This is an optimization exercise on Yosys and OpenROAD, whose aim is a short achievable clock period and few clock cycles, not a production implementation. The RTL was checked by simulation tests, not by an equivalence proof against the original design. Power and IR drop assume default switching activity.

**flow/design.v**
```verilog
module cpu (
    input clk,
    input reset,
    output [31:0] iaddr,
    input [31:0] idata,
    output [31:0] daddr,
    input [31:0] drdata,
    output [31:0] dwdata,
    output [3:0] dwe
);
    reg [31:0] pc;
    assign iaddr = pc;
    reg        e_we;         
    reg [4:0]  e_rd;
    reg        e_load, e_store, e_branch, e_jalr, e_const_sel, e_pred;
    reg [2:0]  e_f3;
    reg [3:0]  e_alu;
    reg        e_use_imm;
    reg        e_fwd_a, e_fwd_b;
    reg [31:0] e_a, e_b, e_imm, e_const, e_tgt, e_pc4;
    reg        m_we, m_load;
    reg [4:0]  m_rd;
    reg [2:0]  m_f3;
    reg [31:0] m_res, m_wdata;
    reg [3:0]  m_dwe;
    reg [31:0] rf [0:31];
    reg [31:0] m_lval;
    always @* begin
        case (m_f3)
            3'b000: case (m_res[1:0])
                        2'd0: m_lval = {{24{drdata[7]}},  drdata[7:0]};
                        2'd1: m_lval = {{24{drdata[15]}}, drdata[15:8]};
                        2'd2: m_lval = {{24{drdata[23]}}, drdata[23:16]};
                        default: m_lval = {{24{drdata[31]}}, drdata[31:24]};
                    endcase
            3'b001: m_lval = (m_res[1:0] == 2'd2) ? {{16{drdata[31]}}, drdata[31:16]} : {{16{drdata[15]}}, drdata[15:0]};
            3'b100: case (m_res[1:0])
                        2'd0: m_lval = {24'd0, drdata[7:0]};
                        2'd1: m_lval = {24'd0, drdata[15:8]};
                        2'd2: m_lval = {24'd0, drdata[23:16]};
                        default: m_lval = {24'd0, drdata[31:24]};
                    endcase
            3'b101: m_lval = (m_res[1:0] == 2'd2) ? {16'd0, drdata[31:16]} : {16'd0, drdata[15:0]};
            default: m_lval = drdata;
        endcase
    end
    wire [31:0] m_val = m_load ? m_lval : m_res;
    always @(posedge clk)
        if (m_we) rf[m_rd] <= m_val;
    wire [31:0] ir = idata;
    wire [6:0] d_opc = ir[6:0];
    wire [2:0] d_f3  = ir[14:12];
    wire [4:0] d_rs1 = ir[19:15];
    wire [4:0] d_rs2 = ir[24:20];
    wire [4:0] d_rdf = ir[11:7];
    wire d_lui    = d_opc[6:2] == 5'b01101;
    wire d_auipc  = d_opc[6:2] == 5'b00101;
    wire d_jal    = d_opc[6:2] == 5'b11011;
    wire d_jalr   = d_opc[6:2] == 5'b11001 && d_f3 == 3'b000;
    wire d_br     = d_opc[6:2] == 5'b11000 && d_f3[2:1] != 2'b01;
    wire d_ld     = d_opc[6:2] == 5'b00000 && (d_f3 == 3'b000 || d_f3 == 3'b001 || d_f3 == 3'b010 || d_f3 == 3'b100 || d_f3 == 3'b101);
    wire d_st     = d_opc[6:2] == 5'b01000 && (d_f3 == 3'b000 || d_f3 == 3'b001 || d_f3 == 3'b010);
    wire d_opi    = d_opc[6:2] == 5'b00100;
    wire d_op     = d_opc[6:2] == 5'b01100;
    wire d_writes = d_lui | d_auipc | d_jal | d_jalr | d_ld | d_opi | d_op;
    wire [4:0] d_rd = d_writes ? d_rdf : 5'd0;
    wire d_use1 = d_jalr | d_br | d_ld | d_st | d_opi | d_op;
    wire d_use2 = d_br | d_st | d_op;
    wire [31:0] imm_i = {{20{ir[31]}}, ir[31:20]};
    wire [31:0] imm_s = {{20{ir[31]}}, ir[31:25], ir[11:7]};
    wire [31:0] imm_b = {{20{ir[31]}}, ir[7], ir[30:25], ir[11:8], 1'b0};
    wire [31:0] imm_u = {ir[31:12], 12'd0};
    wire [31:0] imm_j = {{12{ir[31]}}, ir[19:12], ir[20], ir[30:21], 1'b0};
    wire [31:0] d_imm = d_st ? imm_s : (d_opi && d_f3[1:0] == 2'b01) ? {27'd0, ir[24:20]} : imm_i;
    localparam A_ADD = 4'd0, A_SUB = 4'd1, A_SLL = 4'd2, A_SLT = 4'd3, A_SLTU = 4'd4,
               A_XOR = 4'd5, A_SRL = 4'd6, A_SRA = 4'd7, A_OR = 4'd8, A_AND = 4'd9;
    reg [3:0] d_alu;
    always @* begin
        d_alu = A_ADD;
        if (d_op | d_opi) begin
            case (d_f3)
                3'b000: d_alu = (d_op && ir[30]) ? A_SUB : A_ADD;
                3'b001: d_alu = A_SLL;
                3'b010: d_alu = A_SLT;
                3'b011: d_alu = A_SLTU;
                3'b100: d_alu = A_XOR;
                3'b101: d_alu = ir[30] ? A_SRA : A_SRL;
                3'b110: d_alu = A_OR;
                default: d_alu = A_AND;
            endcase
        end
    end
    wire [31:0] rf1 = rf[d_rs1];
    wire [31:0] rf2 = rf[d_rs2];
    wire m_byp1 = m_we && m_rd == d_rs1;
    wire m_byp2 = m_we && m_rd == d_rs2;
    wire [31:0] d_a = (d_rs1 == 5'd0) ? 32'd0 : m_byp1 ? m_val : rf1;
    wire [31:0] d_b = (d_rs2 == 5'd0) ? 32'd0 : m_byp2 ? m_val : rf2;
    wire e_hit1 = e_we && e_rd == d_rs1;
    wire e_hit2 = e_we && e_rd == d_rs2;
    wire ld_stall = e_load && ((d_use1 && e_hit1) || (d_use2 && e_hit2));
    wire [31:0] ea = e_fwd_a ? m_res : e_a;
    wire [31:0] eb = e_fwd_b ? m_res : e_b;
    wire [31:0] op2 = e_use_imm ? e_imm : eb;
    wire [31:0] sum  = ea + op2;
    wire [31:0] diff = ea - op2;
    wire eq   = ea == op2;
    wire lt   = $signed(ea) < $signed(op2);
    wire ltu  = ea < op2;
    reg [31:0] alu;
    always @* begin
        case (e_alu)
            A_ADD:  alu = sum;
            A_SUB:  alu = diff;
            A_SLL:  alu = ea << op2[4:0];
            A_SLT:  alu = {31'd0, lt};
            A_SLTU: alu = {31'd0, ltu};
            A_XOR:  alu = ea ^ op2;
            A_SRL:  alu = ea >> op2[4:0];
            A_SRA:  alu = $signed(ea) >>> op2[4:0];
            A_OR:   alu = ea | op2;
            default: alu = ea & op2;
        endcase
    end
    wire [31:0] e_res = e_const_sel ? e_const : alu;
    reg taken;
    always @* begin
        case (e_f3)
            3'b000: taken = eq;
            3'b001: taken = !eq;
            3'b100: taken = lt;
            3'b101: taken = !lt;
            3'b110: taken = ltu;
            default: taken = !ltu;
        endcase
    end
    wire e_redir = e_jalr || (e_branch && (taken != e_pred));
    wire [31:0] e_rtgt = e_jalr ? {sum[31:1], 1'b0} : taken ? e_tgt : e_pc4;
    reg [3:0] e_dwe;
    reg [31:0] e_wd;
    always @* begin
        e_dwe = 4'd0;
        e_wd = eb;
        if (e_store) begin
            case (e_f3[1:0])
                2'b00: begin e_wd = {4{eb[7:0]}};  e_dwe = 4'b0001 << sum[1:0]; end
                2'b01: begin e_wd = {2{eb[15:0]}}; e_dwe = (sum[1:0] == 2'd2) ? 4'b1100 : 4'b0011; end
                default: begin e_wd = eb; e_dwe = 4'b1111; end
            endcase
        end
    end
    wire [31:0] d_jtgt = pc + imm_j;
    wire [31:0] d_btgt = pc + imm_b;
    wire d_pred = d_br && ir[31];
    wire kill = e_redir;               
    always @(posedge clk) begin
        if (reset) begin
            pc <= 32'd0;
            e_we <= 1'b0; e_rd <= 5'd0; e_load <= 1'b0; e_store <= 1'b0; e_branch <= 1'b0; e_jalr <= 1'b0;
            m_we <= 1'b0; m_rd <= 5'd0; m_load <= 1'b0;
        end else begin
            if (e_redir) pc <= e_rtgt;
            else if (ld_stall) pc <= pc;
            else if (d_jal) pc <= d_jtgt;
            else if (d_pred) pc <= d_btgt;
            else pc <= pc + 32'd4;
            if (kill || ld_stall) begin
                e_we <= 1'b0; e_rd <= 5'd0; e_load <= 1'b0; e_store <= 1'b0; e_branch <= 1'b0; e_jalr <= 1'b0;
            end else begin
                e_we <= d_rd != 5'd0; e_rd <= d_rd;
                e_load <= d_ld; e_store <= d_st; e_branch <= d_br; e_jalr <= d_jalr;
            end
            m_we <= e_we; m_rd <= e_rd; m_load <= e_load;
        end
    end
    always @(posedge clk) begin
        e_a <= d_a; e_b <= d_b; e_imm <= d_imm;
        e_const <= d_lui ? imm_u : d_auipc ? (pc + imm_u) : (pc + 32'd4);
        e_tgt <= d_btgt; e_pc4 <= pc + 32'd4;
        e_alu <= d_alu; e_f3 <= d_f3; e_pred <= d_pred;
        e_use_imm <= !(d_op || d_br);
        e_const_sel <= d_lui | d_auipc | d_jal | d_jalr;
        e_fwd_a <= e_hit1;
        e_fwd_b <= e_hit2;
        m_res <= e_res; m_f3 <= e_f3; m_wdata <= e_wd;
    end
    always @(posedge clk or posedge reset) begin
        if (reset) m_dwe <= 4'd0;
        else m_dwe <= e_dwe;
    end
    assign daddr = m_res;
    assign dwdata = m_wdata;
    assign dwe = m_dwe;
endmodule
```
**flow/flow/run.sh**
```bash
#!/bin/bash
set -euo pipefail
bash standard.sh SETUP_SLACK_MARGIN=7.5 finish > flow_make.log 2>&1
```
**flow/standard.sh**
```bash
#!/bin/bash
# synth_recipe.tcl (not shown) runs the flow's synth.tcl, then flattens the netlist and writes it again
# the make line also repeats each setting of config.mk as NAME=value (left out here)
make -C /OpenROAD-flow-scripts/flow DESIGN_CONFIG=/design/flow/config.mk WORK_HOME=/design/flow/orfs CLKGATE_MAP_FILE= SYNTH_SCRIPT=/design/flow/synth_recipe.tcl "${@:-finish}"
```
**flow/config.mk**
```make
export PLATFORM = sky130hd
export DESIGN_NAME = cpu
export DESIGN_NICKNAME = cpu
export VERILOG_FILES = /design/flow/design.v
export SDC_FILE = /design/flow/constraint.sdc
export NUM_CORES = 4
export LEC_CHECK = 0
export CAP_MARGIN = 20
export CORE_MARGIN = 2
export CORE_UTILIZATION = 40
export PLACE_DENSITY = 0.6
export SLEW_MARGIN = 20
```
**flow/constraint.sdc**
```tcl
create_clock -name core_clock -period 11.0 [get_ports {clk}]
set_input_delay 2.2000 -clock core_clock [delete_from_list [all_inputs] [get_ports {clk}]]
set_output_delay 2.2000 -clock core_clock [all_outputs]
set_load 0.01 [all_outputs]
```
==> impl_metrics.env <==
export IMPL_floorplan_io_pins=166
export IMPL_layout_nets=6247
export IMPL_status="finished clean"
export IMPL_max_clock_path_buffers=3
export IMPL_number_of_nets_still_failing_antenna_checks_after_routing=0
export IMPL_cpMaxStageDelayCell="sky130_fd_sc_hd__a2111oi_0"
export IMPL_route_detailed_drc=0
export IMPL_place_detailed_instances=7623
export IMPL_timing_max_slew_rel_slack_pct=23.6
export IMPL_worstHoldPathType="flip-flop to flip-flop"
export IMPL_crit_path_end_kind="flip-flop"
export IMPL_syn_inst=5393
export IMPL_regToRegEndpoint="pc[26]"
export IMPL_insertion_delay_ns=0.84
export IMPL_finalCritPeriodShare_pct=42.0
export IMPL_dpl_instance_area_um2=77700
export IMPL_detail_route_first_pass_iterations=6
export IMPL_yosys_area_top_type_share_pct=42.6
export IMPL_layout_area_overhead_vs_synth_pct=31.3
export IMPL_cell_type_with_the_largest_total_area_after_synthesis="sky130_fd_sc_hd__edfxtp_1"
export IMPL_synthFlopType="sky130_fd_sc_hd__edfxtp_1"
export IMPL_synth_seq_cells=1327
export IMPL_mappedNetlistArea_um2=72200
export IMPL_yosysWarnings=1
export IMPL_synth_cell_types=103
export IMPL_cp_max_fo=21
export IMPL_finalSetupTns_ns=0
export IMPL_power_density_cell_area_nw_per_um2=160
export IMPL_grt_pass1_vias=54100
export IMPL_tightest_slew_ns=1.14
export IMPL_synth_yosys_seq_area_share_pct=51.0
export IMPL_cellLeakagePower_nw=33.5
export IMPL_dieWidth_um=429
export IMPL_synthTopCellsByCount="sky130_fd_sc_hd__edfxtp_1, sky130_fd_sc_hd__mux4_2, sky130_fd_sc_hd__nor2_1"
export IMPL_critical_path_class="primary input to flip-flop"
export IMPL_placeableCoreArea_um2=179000
export IMPL_synth_most_common_cell="sky130_fd_sc_hd__edfxtp_1"
export IMPL_power_ir_vdd_worst_mv=0.136
export IMPL_async_set_or_reset_register_ratio_after_synthesis_pct=0.301
export IMPL_cts_tree="yes"
export IMPL_r2r_cells=15
export IMPL_hold_path_end="e_pc4[0]"
export IMPL_synth_area_top_cells="sky130_fd_sc_hd__edfxtp_1, sky130_fd_sc_hd__mux4_2, sky130_fd_sc_hd__dfxtp_1"
export IMPL_postSynthNetCount=5616
export IMPL_setup_viol=0
export IMPL_hp_start="pc[0]"
export IMPL_finish_utilization_pct=53.0
export IMPL_final_min_clock_period_ns=4.62
export IMPL_clock_sinks=1327
export IMPL_layout_cells_non_filler=8509
export IMPL_design_die_area_um2=184000
export IMPL_beginning_of_the_critical_path="idata[24]"
export IMPL_cts_clock_pin_slew_for_the_worst_setup_and_hold_paths_ns=0.06
export IMPL_avgViaCountPerCell=6.68
export IMPL_worst_path_arrival_ns=5.33
export IMPL_design_area_um2=94800
export IMPL_die_y_um=429
export IMPL_grt_use_total_pct=32.8
export IMPL_holdPathStages=1
export IMPL_port_buffers=163
export IMPL_postRouteWirelength_um=314000
export IMPL_cts_root_buf="sky130_fd_sc_hd__clkbuf_16"
export IMPL_cp_start_kind="primary input"
export IMPL_routabilityCongestion=1.02
export IMPL_critPathRequiredTime_ns=11.71
export IMPL_initial_core_util_pct=40.3
export IMPL_drive_above_1_share_pct=42.4
export IMPL_dp_final_hpwl_um=183000
export IMPL_cp_slowest_stage_delay_ns=0.41
export IMPL_largest_net_degree_at_the_start_of_global_routing=60
export IMPL_cp_cell_sequence="buf_12, ha_1, o21ai_2, o21bai_4, a32o_2, a2111oi_4, o21ai_2, a221oi_4, buf_12, nand2_1, a211oi_2, o22ai_1, a2111oi_0, o21bai_1"
export IMPL_detail_route_wl_per_cell_um=36.9
export IMPL_post_synth_cell_area_avg_um2=13.4
export IMPL_crit_reg2reg_launch="e_fwd_b"
export IMPL_placement_rows=155
export IMPL_cts_made_buffers=142
export IMPL_cts_max_level=4
export IMPL_grt_first_pass_wirelength_um=426000
export IMPL_num_vias=56800
export IMPL_hold_viol_final=0
export IMPL_gr_total_overflow=0
export IMPL_rsz0062_at_grt="yes"
export IMPL_reg2reg_slack_ns=6.40
export IMPL_fin_worst_skew_ns=0.0714
export IMPL_drt_iter0_drc=7890
export IMPL_initial_antenna_violation_count=21
export IMPL_timing_max_transition_violations_final=0
export IMPL_number_of_flops_mapped_to_enable_cells_by_yosys=1024
export IMPL_fmax_ghz=0.217
export IMPL_maxCapViolations=0
[worst max path at each step]
| stage | endpoint | slack, ns | depth (start not counted) |
|---|---|---|---|
| 2_1_floorplan | pc[25] | 6.01 | 14 |
| 3_3_place_gp | pc[25] | 4.52 | 13 |
| 3_5_place_dp | pc[15] | 4.47 | 15 |
| 4_1_cts | m_res[31] | 6.41 | 18 |
| 5_1_grt | pc[26] | 6.33 | 16 |
| 6_report | pc[26] | 6.38 | 14 |
[logic make-up (layout without fill, tap and decap cells)]
kind of cell | Yosys count | count (layout) | share of synthesized area (%)
AO/OA/AOI/OAI | 1178 | 1179 | 10.8
XOR/XNOR | 143 | 143 | 1.73
adder cells (fa/ha/maj) | 157 | 157 | 2.77
buffers and inverters | 588 | 1334 | 3.16
flip-flops | 1327 | 1327 | 51.0
multiplexers | 866 | 866 | 23.2
other | 0 | 9 | 0
AND/OR/NAND/NOR | 1134 | 1139 | 7.31
[cell usage in the layout, fill, tap and decap left out, types with 57 or more instances in the layout]
master,netlist,final
sky130_fd_sc_hd__buf_12,0,79
sky130_fd_sc_hd__buf_16,0,85
sky130_fd_sc_hd__inv_1,163,122
sky130_fd_sc_hd__xnor2_1,89,67
sky130_fd_sc_hd__edfxtp_1,1024,1024
sky130_fd_sc_hd__buf_4,7,451
sky130_fd_sc_hd__mux2_2,79,62
sky130_fd_sc_hd__a211oi_2,1,57
sky130_fd_sc_hd__ha_1,152,82
sky130_fd_sc_hd__nand2_1,342,310
sky130_fd_sc_hd__nand3_1,88,84
sky130_fd_sc_hd__a211oi_1,145,57
sky130_fd_sc_hd__dfxtp_4,0,65
sky130_fd_sc_hd__mux4_2,641,641
sky130_fd_sc_hd__clkbuf_16,0,162
sky130_fd_sc_hd__buf_6,2,128
sky130_fd_sc_hd__o21ai_0,255,137
sky130_fd_sc_hd__a21oi_1,279,207
sky130_fd_sc_hd__mux2i_1,145,95
sky130_fd_sc_hd__ha_4,0,57
sky130_fd_sc_hd__nor2_1,360,293
sky130_fd_sc_hd__dfxtp_1,299,226
sky130_fd_sc_hd__a21oi_2,2,61
[registers in the layout (all words and copies together) (netlist names), 3 cells and up]
signal,count
e_a,32
e_alu,4
e_b,32
e_const,32
e_f3,3
e_imm,12
e_pc4,32
e_rd,5
e_tgt,31
m_dwe,4
m_f3,3
m_rd,5
m_res,32
m_wdata,32
pc,32
rf,1024
[critical path, delay by kind of cell]
kind                     cells  cell delay [ns]
adder cells (fa/ha/maj)      1             0.33
AND/OR/NAND/NOR              1             0.08
AO/OA/AOI/OAI               10             2.27
buffers and inverters        2             0.42
[metrics by stage]
| step | hold slack, ns | power (mW) | setup slack [ns] |
|---|---|---|---|
| 2_1_floorplan | 0.329 | 8.00 | 6.01 |
| 3_3_place_gp | 0.387 | 9.19 | 4.52 |
| 3_5_place_dp | 0.389 | 9.21 | 4.47 |
| 4_1_cts | 0.456 | 14.8 | 6.41 |
| 5_1_grt | 0.470 | 15.5 | 6.33 |
| 6_report | 0.463 | 15.2 | 6.38 |
[layout make-up]
| type | instances | area [um^2] |
|---|---|---|
| Clock buffer | 193 | 3920 |
| Inverter | 167 | 737 |
| Antenna cell | 9 | 22.5 |
| Multi-Input combinational cell | 3484 | 38200 |
| Clock inverter | 72 | 757 |
| Timing Repair Buffer | 897 | 11100 |
| Sequential cell | 1327 | 37100 |
| Timing Repair inverter | 5 | 36.3 |
| Fill cell | 14600 | 84200 |
| Tap cell | 2355 | 2950 |
[power by group]
| group | total [mW] | switching [mW] | internal, mW |
|---|---|---|---|
| registers | 6.10 | 0.154 | 5.95 |
| clock network | 4.83 | 2.15 | 2.68 |
| logic | 4.21 | 2.51 | 1.70 |
[what timing repair did]
item / CTS / global route
pin swaps: 175 / 201
resized for setup: 1471 / 353
gates cloned: 91 / 21
endpoints found under the setup margin: 1131 / 708
setup buffers: 321 / 178
hold buffers: 0 / 0
[metal layers]
layer	vias to the layer above	global-route usage, %	wire [um]
met4	8	22.4	27300
li1	22700	-	-
met1	28900	40.2	108000
met3	1122	7.65	34600
met2	4133	51.6	144000
met5	-	0	57
Testbench counts, summed over its fixed seeds: cycles 25,586.

separate check: timing with driven ports:
In the flow no input, the clock included, has a driving cell. The finished layout below was timed again as built, in two steps. Step 1, drivers: a clkbuf_16 drives clk and a buf_2 each remaining input, both assumed. Step 2 also shifts input and output timing later by t, the mid clock arrival at the registers, as if the neighbouring blocks saw the same clock. a / b / c = ideal / step 1 / step 2; a / b = the first two.
shift t [ns]: 0.887
slack for setup (ns): 6.382 / 6.304 / 5.417
worst hold slack (ns): 0.463 / 0.463 / 0.463
clock arrival spread, ns: 0.071 / 0.072
After both steps this run still meets setup and hold. For this run, drivers alone change the setup slack by -0.078 ns; drivers and shift together by -0.965 ns.
